This design comes from an exercise in tuning for small area, a short achievable clock period and few clock cycles on the open sky130 flow, not from production work. Only simulation tests tie the RTL to the original design; equivalence was not proved. Power and IR drop assume default switching activity.

Setup of the reference run:
// MU0
module MU0(in_data, rst_n, clk,
           out_data, out_address, memrq, rnw);
    input  [15:0] in_data;
    input         rst_n, clk;
    output [15:0] out_data;
    output [11:0] out_address;
    output        memrq, rnw;
    reg  [2:0]  st;
    reg  [15:0] ir;
    reg  [11:0] pc;
    reg  [15:0] acc;
    wire       ex   = (st == 3'b000);
    wire       fe   = st[2];
    wire [3:0] op   = ir[15:12];
    wire       hop  = op[3] | (op[2:0] == 3'b111);
    wire       dop  = ~op[3] & ~op[2];
    wire       jop  = ~op[3] & op[2] & ~(op[1] & op[0]);
    wire       accnz = |acc;
    wire       take = (op[1:0] == 2'b00) |
                      (op[1:0] == 2'b01 & ~acc[15]) |
                      (op[1:0] == 2'b10 & accnz);
    wire       sel_s = ex & (dop | (jop & take));
    assign out_address = sel_s ? ir[11:0] : pc;
    assign memrq       = fe | (st[1] & ~st[0]) | (ex & ~hop);
    assign rnw         = ~(ex & (op == 4'b0001));
    assign out_data    = acc;
    wire        lda  = fe & ~st[1] & ~st[0];
    wire        useb = fe & (st[1] | ~st[0]);
    wire        sub  = fe &  st[1] &  st[0];
    wire [15:0] a_op = lda ? 16'd0 : acc;
    wire [15:0] b_op = (useb ? ir : 16'd0) ^ {16{sub}};
    wire [15:0] acc_n = a_op + b_op + {15'd0, sub};
    wire        pc_en = fe | (ex & jop);
    always @(posedge clk) begin
        ir <= in_data;
        if (~rst_n) begin
            st  <= 3'b010;
            pc  <= 12'd0;
            acc <= 16'd0;
        end else begin
            acc <= acc_n;
            if (pc_en)
                pc <= out_address + 12'd1;
            case (st)
                3'b000:  st <= hop ? 3'b001 :
                               jop ? 3'b000 : {1'b1, op[1:0]};
  ...
Size in the first run: ~400 cells after synthesis, about 48 I/O pins.
==> module MU0, before the edit <==
module MU0(in_data, rst_n, clk,
           out_data, out_address, memrq, rnw);
    input  [15:0] in_data;
    input         rst_n, clk;
    output [15:0] out_data;
    output [11:0] out_address;
    output        memrq, rnw;
    reg  [2:0]  st;
    reg  [15:0] ir;
    reg  [11:0] pc;
    reg  [15:0] acc;
    wire       ex   = (st == 3'b000);
    wire       fe   = st[2];
    wire [3:0] op   = ir[15:12];
    wire       hop  = op[3] | (op[2:0] == 3'b111);
    wire       dop  = ~op[3] & ~op[2];
    wire       jop  = ~op[3] & op[2] & ~(op[1] & op[0]);
    wire       accnz = |acc;
    wire       take = (op[1:0] == 2'b00) |
                      (op[1:0] == 2'b01 & ~acc[15]) |
                      (op[1:0] == 2'b10 & accnz);
    wire       sel_s = ex & (dop | (jop & take));
    assign out_address = sel_s ? ir[11:0] : pc;
    assign memrq       = fe | (st[1] & ~st[0]) | (ex & ~hop);
    assign rnw         = ~(ex & (op == 4'b0001));
    assign out_data    = acc;
    wire        lda  = fe & ~st[1] & ~st[0];
    wire        useb = fe & (st[1] | ~st[0]);
    wire        sub  = fe &  st[1] &  st[0];
    wire [15:0] a_op = lda ? 16'd0 : acc;
    wire [15:0] b_op = (useb ? ir : 16'd0) ^ {16{sub}};
    wire [15:0] acc_n = a_op + b_op + {15'd0, sub};
    wire        pc_en = fe | (ex & jop);
    always @(posedge clk) begin
        ir <= in_data;
        if (~rst_n) begin
            st  <= 3'b010;
            pc  <= 12'd0;
            acc <= 16'd0;
        end else begin
            acc <= acc_n;
            if (pc_en)
                pc <= out_address + 12'd1;
            case (st)
                3'b000:  st <= hop ? 3'b001 :
                               jop ? 3'b000 : {1'b1, op[1:0]};
                3'b001:  st <= 3'b001;
                3'b011:  st <= 3'b001;
                default: st <= 3'b000;
            endcase
        end
    end
endmodule
Settings: LEC_CHECK=0, CAP_MARGIN=20, CORE_MARGIN=2, CORE_UTILIZATION=40, SLEW_MARGIN=20; clock period 4.5 ns.
run.sh (not shown) runs the stock make flow with config.mk's settings and CLKGATE_MAP_FILE= SYNTH_SCRIPT=/design/flow/synth_recipe.tcl, a recipe that flattens the netlist after the stock synthesis.
Testbench counts of the reference run, summed over its fixed seeds: cycles 33,132.
Setup changes, the reference run to the trial run
==> flow/design.v <==
module MU0(in_data, rst_n, clk,
           out_data, out_address, memrq, rnw);
    input  [15:0] in_data;
    input         rst_n, clk;
    output [15:0] out_data;
    output [11:0] out_address;
    output        memrq, rnw;
    reg  [2:0]  st;
    reg  [15:0] ir;
    reg  [11:0] pc;
    reg  [15:0] acc;
    wire       ex   = (st == 3'b000);
    wire       fe   = st[2];
    wire [3:0] op   = ir[15:12];
    wire       hop  = op[3] | (op[2:0] == 3'b111);
    wire       dop  = ~op[3] & ~op[2];
    wire       jop  = ~op[3] & op[2] & ~(op[1] & op[0]);
    reg        sel;
    assign out_address = sel ? ir[11:0] : pc;
    assign memrq       = fe | (st[1] & ~st[0]) | (ex & ~hop);
    assign rnw         = ~(ex & (op == 4'b0001));
    assign out_data    = acc;
    wire        rs   = (st == 3'b010);
    wire        lda  = fe & ~st[1] & ~st[0];
    wire        useb = fe & (st[1] | ~st[0]);
    wire        sub  = fe &  st[1] &  st[0];
    wire [15:0] a_op = (lda | rs) ? 16'd0 : acc;
    wire [15:0] b_op = (useb ? ir : 16'd0) ^ {16{sub}};
    wire [16:0] sum  = {a_op, 1'b1} + {b_op, sub};
    wire [15:0] acc_n = sum[16:1];
    wire        pc_en = fe | (ex & jop);
    wire [3:0]  nop   = in_data[15:12];
    wire        ntake = (nop[1:0] == 2'b00) |
                        (nop[1:0] == 2'b01 & ~acc_n[15]) |
                        (nop[1:0] == 2'b10 & (|acc_n));
    wire        sel_n = ~(ex & dop) & ~nop[3] & (~nop[2] | ntake);
    always @(posedge clk) begin
        ir  <= in_data;
        acc <= acc_n;
        if (~rst_n) begin
            st  <= 3'b010;
            pc  <= 12'd0;
            sel <= 1'b0;
        end else begin
            sel <= sel_n;
            if (pc_en)
                pc <= out_address + 12'd1;
            case (st)
                3'b000:  st <= hop ? 3'b001 :
                               jop ? 3'b000 : {1'b1, op[1:0]};
                3'b001:  st <= 3'b001;
                3'b011:  st <= 3'b001;
                default: st <= 3'b000;
            endcase
        end
    end
endmodule
--- outcome ---
The trial run finished every stage and its layout cleared the timing, DRC and antenna checks. Compared with the reference run, the trial run shows a post-route non-filler standard cell count that is 59 lower. The reference run has a higher wire length of the first global-routing pass than the trial run. Register-to-register slack deteriorates in the trial run relative to the reference run. Cmp the trial run vs the reference run: data arrival time of the critical path higher in the trial run. Diff the reference run -> the trial run: global-route track usage on met1 lost 4.8 points; total non-filler cell area in the finished layout went down; global-route usage now smaller; switching share of power saw an increase. Taking the reference run as 1.0, the trial run lands at 0.911 on non-clock buffer count. Routed wire in the trial run totals less than in the reference run. For the fraction of power consumed by combinational cells, the trial run came in 4.5 points higher than the reference run did. Higher total stage count of the critical path among the trial run and the reference run: the trial run. Comparing sequential power for the trial run and the reference run, the bigger number came from the trial run.
Testbench counts of the trial run, summed over its fixed seeds: cycles 33,132.

-- afterwards: timing with drivers on the ports --
How much do the figures lean on ideal ports? The routed layouts below were timed once more, with nothing changed but the port constraints. Step 1 assumes that a clkbuf_16 drives the clock port and a buf_2 every other input. Step 2 moves the port delays by t, midway between the first and last clock arrival at a register: inputs arrive t later, outputs are due t later. That takes back most of the time a late clock gives input paths. Three values: ideal, step 1, step 2; two values: the first two.
run | t, ns | setup WS [ns] | worst data-port slew with drivers (ns) | cell pins on the clock port's net
the reference run | 0.328 | 0.785 / 0.752 / 1.080 | 0.04 | 1
the trial run | 0.328 | 1.067 / 1.067 / 1.067 | 0.03 | 1
After both steps every run listed still meets setup and hold.
